Background: an optimization exercise with open tools, aiming at small area and a short achievable clock period. Do not read the settings as production practice. The RTL was checked by simulation tests, not by an equivalence proof against the original design.

==> wip/sierra: inputs <==
## clk_ctrl
module clk_ctrl
(
	input  wire        clk_i,
	input  wire        rstn_i,
	input  wire [15:0] freq,
	output wire        dds1_o,
	output wire        dds_o
);
Settings: LEC_CHECK=0, CAP_MARGIN=20, CORE_MARGIN=2, CORE_UTILIZATION=40, CTS_BUF_LIST=sky130_fd_sc_hd__clkbuf_8, SLEW_MARGIN=20, SYNTH_HIERARCHICAL=1; clock period 70.0 ns.
standard.sh (not shown) runs the stock make flow with config.mk's settings and CLKGATE_MAP_FILE= SYNTH_SCRIPT=/design/flow/synth_recipe.tcl, a recipe that flattens the netlist after the stock synthesis.
==> flow/flow/run.sh <==
#!/bin/bash
# The standard layout (standard.sh, all ORFS steps unchanged), except that the
# port buffers that buffer_ports inserts are plain sky130_fd_sc_hd__buf_1 cells
# instead of the delay buffers it picks by default. Every port is still buffered.
set -euo pipefail
export BUFFER_PORTS_ARGS="-buffer_cell sky130_fd_sc_hd__buf_1"
bash standard.sh finish > standard_make.log 2>&1
==> wip/delta: changes against wip/sierra <==
==> flow/flow/run.sh (replaced) <==
#!/bin/bash
# The standard layout (standard.sh, all ORFS steps unchanged), except:
#  - the port buffers that buffer_ports inserts are plain sky130_fd_sc_hd__buf_1 cells
#    instead of the delay buffers it picks by default (every port is still buffered);
#  - clock tree synthesis arguments: -sink_clustering_enable -repair_clock_nets -buf_list sky130_fd_sc_hd__clkbuf_8 -root_buf sky130_fd_sc_hd__clkbuf_16 -sink_clustering_size 30 -sink_clustering_max_diameter 300
set -euo pipefail
export BUFFER_PORTS_ARGS="-buffer_cell sky130_fd_sc_hd__buf_1"
export CTS_ARGS="-sink_clustering_enable -repair_clock_nets -buf_list sky130_fd_sc_hd__clkbuf_8 -root_buf sky130_fd_sc_hd__clkbuf_16 -sink_clustering_size 30 -sink_clustering_max_diameter 300"
bash standard.sh finish > standard_make.log 2>&1
==> comparison <==
- Of wip/sierra and wip/delta, wip/delta has the higher first-iteration DRC count (gap about 1.4%, measured against wip/delta).
- Against wip/delta, the worst setup slack of wip/sierra is worse by 44 ps.
- In wip/sierra the global-route usage is lower than in wip/delta, by 0.11 points.
- Wire length is about the same in wip/sierra and wip/delta.
- In die area, wip/sierra and wip/delta do not differ.
- Synthesized cell count is the same in wip/delta and wip/sierra.

==> inputs of job 4178 <==
Another version of the RTL of clk_ctrl (not shown whole).
// clk_ctrl
module clk_ctrl
(
	input  wire        clk_i,
	input  wire        rstn_i,
	input  wire [15:0] freq,
	output wire        dds1_o,
	output wire        dds_o
);
export LEC_CHECK = 0
export CAP_MARGIN = 20
export CORE_MARGIN = 2
export CORE_UTILIZATION = 70
export CTS_BUF_LIST = sky130_fd_sc_hd__clkbuf_8
export SLEW_MARGIN = 20
export SYNTH_HIERARCHICAL = 1
create_clock -name core_clock -period 70.0 [get_ports {clk_i}]
==> flow/flow/run.sh <==
#!/bin/bash
# The standard layout (standard.sh, all ORFS steps unchanged), except:
#  - the port buffers that buffer_ports inserts are plain sky130_fd_sc_hd__buf_1 cells
#    instead of the delay buffers it picks by default (every port is still buffered);
#  - clock tree synthesis with clkbuf_8 buffers and without dummy loads.
set -euo pipefail
export BUFFER_PORTS_ARGS="-buffer_cell sky130_fd_sc_hd__buf_1"
export CTS_ARGS="-sink_clustering_enable -repair_clock_nets -buf_list sky130_fd_sc_hd__clkbuf_8 -dont_use_dummy_load"
bash standard.sh finish > standard_make.log 2>&1
==> job 9254 (differences from job 4178) <==
Settings changed: CORE_UTILIZATION 70 to 40.
==> job 3221 (differences from job 4178) <==
==> flow/flow/run.sh (replaced) <==
#!/bin/bash
# The standard layout (standard.sh, all ORFS steps unchanged), except that the
# port buffers that buffer_ports inserts are plain sky130_fd_sc_hd__buf_1 cells
# instead of the delay buffers it picks by default. Every port is still buffered.
set -euo pipefail
export BUFFER_PORTS_ARGS="-buffer_cell sky130_fd_sc_hd__buf_1"
bash standard.sh finish > standard_make.log 2>&1
Settings changed: CORE_UTILIZATION 70 to 40.
==> results.txt <==
Status: complete, no violations
Final nets: 1,044
CP Data Arrival Time: 0.88 ns
Met3 usage: 0.0422
Placeable Area: 25,300 um^2
Final worst slack: 55.12 ns
Fraction of area in multi-input gates: 0.717
Post-Route WL: 23.8 mm
Fmax: 0.0672 GHz
That was job 3221.
==> results.txt <==
Status: complete, no violations
Post-Route WL: 21.8 mm
CP Data Arrival Time: 0.91 ns
Final nets: 1,045
Final worst slack: 55.09 ns
Met3 usage: 0.109
Fraction of area in multi-input gates: 0.735
Placeable Area: 14,500 um^2
Fmax: 0.0671 GHz
That was job 4178.
==> results.txt <==
Fraction of area in multi-input gates: 0.723
CP Data Arrival Time: 0.87 ns
Status: complete, no violations
Top_reg_cell synth: dfrtp_1
Cells after DPL: 955
Final nets: 1,044
Fmax: 0.0673 GHz
Placeable Area: 25,300 um^2
Avg WL per Cell: 24.5 um
Final worst slack: 55.13 ns
Post-Route WL: 23.6 mm
Critical Path End: dds1_o
Synthesized cell area: 10,300 um^2
Non-clk invs: 45
That was job 9254.

==> job 5847: inputs <==
Another version of the RTL of clk_ctrl (not shown whole).
// clk_ctrl
module clk_ctrl
(
	input  wire        clk_i,
	input  wire        rstn_i,
	input  wire [15:0] freq,
	output wire        dds1_o,
	output wire        dds_o
);
Settings: LEC_CHECK=0, CAP_MARGIN=20, CORE_MARGIN=2, CORE_UTILIZATION=40, CTS_BUF_LIST=sky130_fd_sc_hd__clkbuf_8, SLEW_MARGIN=20, SYNTH_HIERARCHICAL=1; clock period 70.0 ns.
==> flow/flow/run.sh <==
#!/bin/bash
# The standard layout (standard.sh, all ORFS steps unchanged), except that the
# port buffers that buffer_ports inserts are plain sky130_fd_sc_hd__buf_2 cells
# instead of the delay buffers it picks by default. Every port is still buffered.
set -euo pipefail
export BUFFER_PORTS_ARGS="-buffer_cell sky130_fd_sc_hd__buf_2"
bash standard.sh finish > standard_make.log 2>&1
==> job 4543: changes against job 5847 <==
==> flow/flow/run.sh (replaced) <==
#!/bin/bash
# The standard layout (standard.sh, all ORFS steps unchanged), except that the
# port buffers that buffer_ports inserts are plain sky130_fd_sc_hd__buf_1 cells
# instead of the delay buffers it picks by default. Every port is still buffered.
set -euo pipefail
export BUFFER_PORTS_ARGS="-buffer_cell sky130_fd_sc_hd__buf_1"
bash standard.sh finish > standard_make.log 2>&1
==> summary.md <==
| Metric | Value |
|---|---|
| Fin crit share | `21.3%` |
| Fillcell total | `2328` |
| Met1 WL | `9870 um` |
| Routed wl met2 | `11700 um` |
| Outcome | `no timing/DRC/antenna violations` |
| Syn-to-layout area delta | `6.68%` |
| CP arrival | `880 ps` |
| Iter 0 DRT Violations | `291` |
| Fraction of area in multi-input gates | `72.2%` |
That was job 4543.
==> summary.md <==
| Metric | Value |
|---|---|
| Fillcell total | `2301` |
| Met1 WL | `9800 um` |
| Clk buf depth | `2` |
| Post_cts resized | `0` |
| Iter 0 DRT Violations | `318` |
| Top cell type's share of synthesized area | `65.2%` |
| CP arrival | `900 ps` |
| Outcome | `no timing/DRC/antenna violations` |
| Fin crit share | `21.3%` |
| Syn-to-layout area delta | `7.00%` |
| Fraction of area in multi-input gates | `72.0%` |
| Share of the core filled with cells | `43.3%` |
| Routed wl met2 | `11900 um` |
| CTS tree | `built` |
That was job 5847.

==> job 5883 <==
Starting RTL as in the previous note.
// clk_ctrl
module clk_ctrl
(
	input  wire        clk_i,
	input  wire        rstn_i,
	input  wire [15:0] freq,
	output wire        dds1_o,
	output wire        dds_o
);
make LEC_CHECK=0 CAP_MARGIN=20 CORE_MARGIN=2 CORE_UTILIZATION=40 CTS_BUF_LIST=sky130_fd_sc_hd__clkbuf_8 SLEW_MARGIN=20 SYNTH_HIERARCHICAL=1 finish   # period 70.0 ns
run.sh (not shown) runs the stock make flow with config.mk's settings and CLKGATE_MAP_FILE= SYNTH_SCRIPT=/design/flow/synth_recipe.tcl, a recipe that flattens the netlist after the stock synthesis.
Stock flow here: none of the scripts above is used.
==> job 4053 (differences from job 5883) <==
==> flow/flow/run.sh (new file) <==
#!/bin/bash
# The standard layout (standard.sh, all ORFS steps unchanged), except that the
# port buffers that buffer_ports inserts are plain sky130_fd_sc_hd__buf_1 cells
# instead of the delay buffers it picks by default. Every port is still buffered.
set -euo pipefail
export BUFFER_PORTS_ARGS="-buffer_cell sky130_fd_sc_hd__buf_1"
bash standard.sh finish > standard_make.log 2>&1
==> flow/standard.sh (new file) <==
#!/bin/bash
# synth_recipe.tcl (not shown) runs the flow's synth.tcl, then flattens the netlist and writes it again
# the make line also repeats each setting of config.mk as NAME=value (left out here)
make -C /OpenROAD-flow-scripts/flow DESIGN_CONFIG=/design/flow/config.mk WORK_HOME=/design/flow/orfs CLKGATE_MAP_FILE= SYNTH_SCRIPT=/design/flow/synth_recipe.tcl "${@:-finish}"
Settings changed: CTS_BUF_LIST sky130_fd_sc_hd__clkbuf_8 to sky130_fd_sc_hd__clkbuf_16, CTS_CLUSTER_SIZE set to 30.
removed: flow/run.sh
==> qor summary <==
Ratio of cells with drive above 1 in the final layout: job 5883 2.88%; job 4053 3.18%
Endpoint of the worst-slack reg-to-reg timing path: job 5883 dds1; job 4053 dds
Plain + repair buffers: job 5883 20; job 4053 21
Grt met3 use: job 5883 3.43%; job 4053 4.34%
Seq area share: job 5883 19.9%; job 4053 19.9%
Final-layout fill cell count: job 5883 2,317; job 4053 2,330
Slowest cell delay on critical path: job 5883 0.54 ns; job 4053 0.36 ns
Post-layout worst setup margin: job 5883 54.72 ns; job 4053 55.16 ns
Actual slew at the worst max-slew pin: job 5883 0.816 ns; job 4053 0.792 ns
Global-route wire length before repair: job 5883 39,600 um; job 4053 39,400 um
DP Worst Slack: job 5883 54.82 ns; job 4053 54.77 ns
Outcome: job 5883 finished clean; job 4053 finished clean
Final Wtd Congestion: job 5883 0.876; job 4053 0.877
Detailed-route wire length per cell: job 5883 23.8 um; job 4053 23.5 um
Combined global-route utilization of all metal layers: job 5883 19.3%; job 4053 19.1%

==> run a: inputs <==
clk_ctrl again, from the RTL that the note above started with.
clock: 70.0 ns
lec_check: 0
abc_area: 1
cap_margin: 20
core_margin: 2
core_utilization: 40
cts_buf_list: sky130_fd_sc_hd__clkbuf_8
slew_margin: 20
synth_hierarchical: 1
standard.sh (not shown) runs the stock make flow with config.mk's settings and CLKGATE_MAP_FILE= SYNTH_SCRIPT=/design/flow/synth_recipe.tcl, a recipe that flattens the netlist after the stock synthesis.
==> flow/flow/run.sh <==
#!/bin/bash
# The standard layout (standard.sh, all ORFS steps unchanged), except that the
# port buffers that buffer_ports inserts are plain sky130_fd_sc_hd__buf_1 cells
# instead of the delay buffers it picks by default. Every port is still buffered.
set -euo pipefail
export BUFFER_PORTS_ARGS="-buffer_cell sky130_fd_sc_hd__buf_1"
bash standard.sh finish > standard_make.log 2>&1
==> run b: changes against run a <==
==> flow/run.sh (new file) <==
#!/bin/bash
# synth_recipe.tcl (not shown) runs the flow's synth.tcl, then flattens the netlist and writes it again
# the make line also repeats each setting of config.mk as NAME=value (left out here)
make -C /OpenROAD-flow-scripts/flow DESIGN_CONFIG=/design/flow/config.mk WORK_HOME=/design/flow/orfs CLKGATE_MAP_FILE= SYNTH_SCRIPT=/design/flow/synth_recipe.tcl finish
Settings changed: ABC_AREA 1 to default, CTS_BUF_LIST sky130_fd_sc_hd__clkbuf_8 to default.
removed: flow/flow/run.sh
removed: flow/standard.sh
==> run c: changes against run a <==
Settings changed: ABC_AREA 1 to default, CTS_CLUSTER_SIZE from default to 30.
==> comparison table <==
	run b	run c	run a
Result of the run	finished clean	finished clean	finished clean
Number of vias per cell after detailed routing	5.328	5.248	5.112
Post-layout instance area	11430 µm²	11230 µm²	11380 µm²
GR Layer Usage met1	0.2783	0.2715	0.2788
Clock Latency Late Sink	0.37 ns	0.40 ns	0.39 ns
Half-perimeter wire length after placement	19.61 mm	19.34 mm	19.40 mm
Post-route fraction of the period consumed by the critical path	0.2178	0.2126	0.2128
Synthesized netlist cell count	623	623	678
Final routed wirelength across all metal layers	23.78 mm	23.27 mm	22.96 mm
DR vias	5296	5222	5383
Non-clock buffer share	0.01708	0.008022	0.009897
Area of the core	25980 µm²	25980 µm²	26060 µm²
Post-layout instance count excluding filler cells	994	995	1053
GP Congestion	0.8757	0.8772	0.8738
Pin slew with the least headroom to its limit	0.8059 ns	0.7973 ns	0.8646 ns

==> inputs of build 95 <==
Starting RTL as in the previous note.
==> flow/config.mk <==
export PLATFORM = sky130hd
export DESIGN_NAME = clk_ctrl
export DESIGN_NICKNAME = clk_ctrl
export VERILOG_FILES = /design/flow/design.v
export SDC_FILE = /design/flow/constraint.sdc
export NUM_CORES = 4
export LEC_CHECK = 0
export CAP_MARGIN = 20
export CORE_MARGIN = 2
export CORE_UTILIZATION = 40
export CTS_BUF_LIST = sky130_fd_sc_hd__clkbuf_8
export CTS_CLUSTER_DIAMETER = 100
export SLEW_MARGIN = 20
export SYNTH_HIERARCHICAL = 1
==> flow/constraint.sdc <==
create_clock -name core_clock -period 70.0 [get_ports {clk_i}]
set_input_delay 14.0000 -clock core_clock [delete_from_list [all_inputs] [get_ports {clk_i}]]
set_output_delay 14.0000 -clock core_clock [all_outputs]
set_load 0.01 [all_outputs]
==> flow/flow/run.sh <==
#!/bin/bash
# The standard layout (standard.sh, all ORFS steps unchanged), except that the
# port buffers that buffer_ports inserts are plain sky130_fd_sc_hd__buf_1 cells
# instead of the delay buffers it picks by default. Every port is still buffered.
set -euo pipefail
export BUFFER_PORTS_ARGS="-buffer_cell sky130_fd_sc_hd__buf_1"
bash standard.sh finish > standard_make.log 2>&1
==> trial 49 (differences from build 95) <==
--- a/flow/config.mk
+++ b/flow/config.mk
@@ -8,7 +8,5 @@
 export CAP_MARGIN = 20
 export CORE_MARGIN = 2
 export CORE_UTILIZATION = 40
-export CTS_BUF_LIST = sky130_fd_sc_hd__clkbuf_8
-export CTS_CLUSTER_DIAMETER = 100
 export SLEW_MARGIN = 20
 export SYNTH_HIERARCHICAL = 1
==> comparison table <==
| item | trial 49 | build 95 |
|---|---|---|
| Length of routed met2 wiring | 11800 um | 11700 um |
| Vias per cell | 5.29 | 5.25 |
| Clock slew at the register clock pins of the worst setup and hold paths | 0.07 ns | 0.10 ns |
| Worst Max-Slew Pin Slew | 0.781 ns | 0.797 ns |
| Minimum clock period | 14.84 ns | 14.88 ns |
| Share of final layout cell area taken by non-clock buffers | 0.795% | 0.802% |
| Met2 track demand over resource | 30.5% | 30.5% |
| Area added between synthesis and finish | 7.64% | 6.68% |
| Wire length of the first global-routing pass | 39400 um | 39300 um |
| Worst setup slack after layout | 55.16 ns | 55.12 ns |
| Run status | no timing/DRC/antenna violations | no timing/DRC/antenna violations |
| Final core utilization | 43.6% | 43.2% |
| Global routing met3 resource utilization | 4.50% | 4.55% |

-- separate check: timing with driven ports --
The flow's constraints put no driver on any port. The routed layouts listed below were extracted and timed again, unchanged, in two steps.
Step 1 assumes that a clkbuf_16 drives the clock port and a buf_2 every other input.
Step 2 adds t to the input delays and takes it off the output delays; t is the mean of the earliest and latest rising clock arrival at the registers after step 1. Input paths then give back, and output paths get back, about the clock's delay inside the block.
Slacks: ideal / step 1 / step 2; pairs: ideal / step 1.
run | shift t [ns] | setup slack, ns | hold slack, ns | worst data-port slew with drivers (ns)
wip/sierra | 0.421 | 55.105 / 55.066 / 54.772 | 0.827 / 0.827 / 0.827 | 0.06
wip/delta | 0.399 | 55.150 / 55.104 / 54.782 | 0.820 / 0.820 / 0.820 | 0.06
job 4178 | 0.425 | 55.092 / 55.053 / 54.809 | 0.812 / 0.812 / 0.812 | 0.07
job 9254 | 0.417 | 55.133 / 55.096 / 54.812 | 0.817 / 0.817 / 0.817 | 0.05
job 3221 | 0.420 | 55.118 / 55.081 / 54.793 | 0.817 / 0.817 / 0.817 | 0.05
job 5847 | 0.436 | 55.103 / 55.061 / 54.873 | 0.809 / 0.809 / 0.809 | 0.03
job 4543 | 0.430 | 55.118 / 55.076 / 54.867 | 0.824 / 0.824 / 0.824 | 0.03
job 5883 | 0.431 | 54.722 / 54.676 / 54.884 | 0.860 / 0.860 / 0.860 | 0.03
job 4053 | 0.401 | 55.161 / 55.115 / 54.857 | 0.818 / 0.818 / 0.818 | 0.03
run a | 0.422 | 55.105 / 55.062 / 54.825 | 0.825 / 0.825 / 0.825 | 0.03
run b | 0.409 | 54.751 / 54.703 / 54.861 | 0.855 / 0.855 / 0.855 | 0.03
run c | 0.430 | 55.118 / 55.076 / 54.867 | 0.824 / 0.824 / 0.824 | 0.03
build 95 | 0.430 | 55.118 / 55.076 / 54.867 | 0.824 / 0.824 / 0.824 | 0.03
trial 49 | 0.400 | 55.161 / 55.115 / 54.850 | 0.817 / 0.817 / 0.817 | 0.03
After both steps setup and hold are still met in every run listed. The setup slack of wip/delta, which loses most, moves by -0.046 ns with the drivers and by -0.368 ns with both steps. Setup slack includes reset recovery checks.
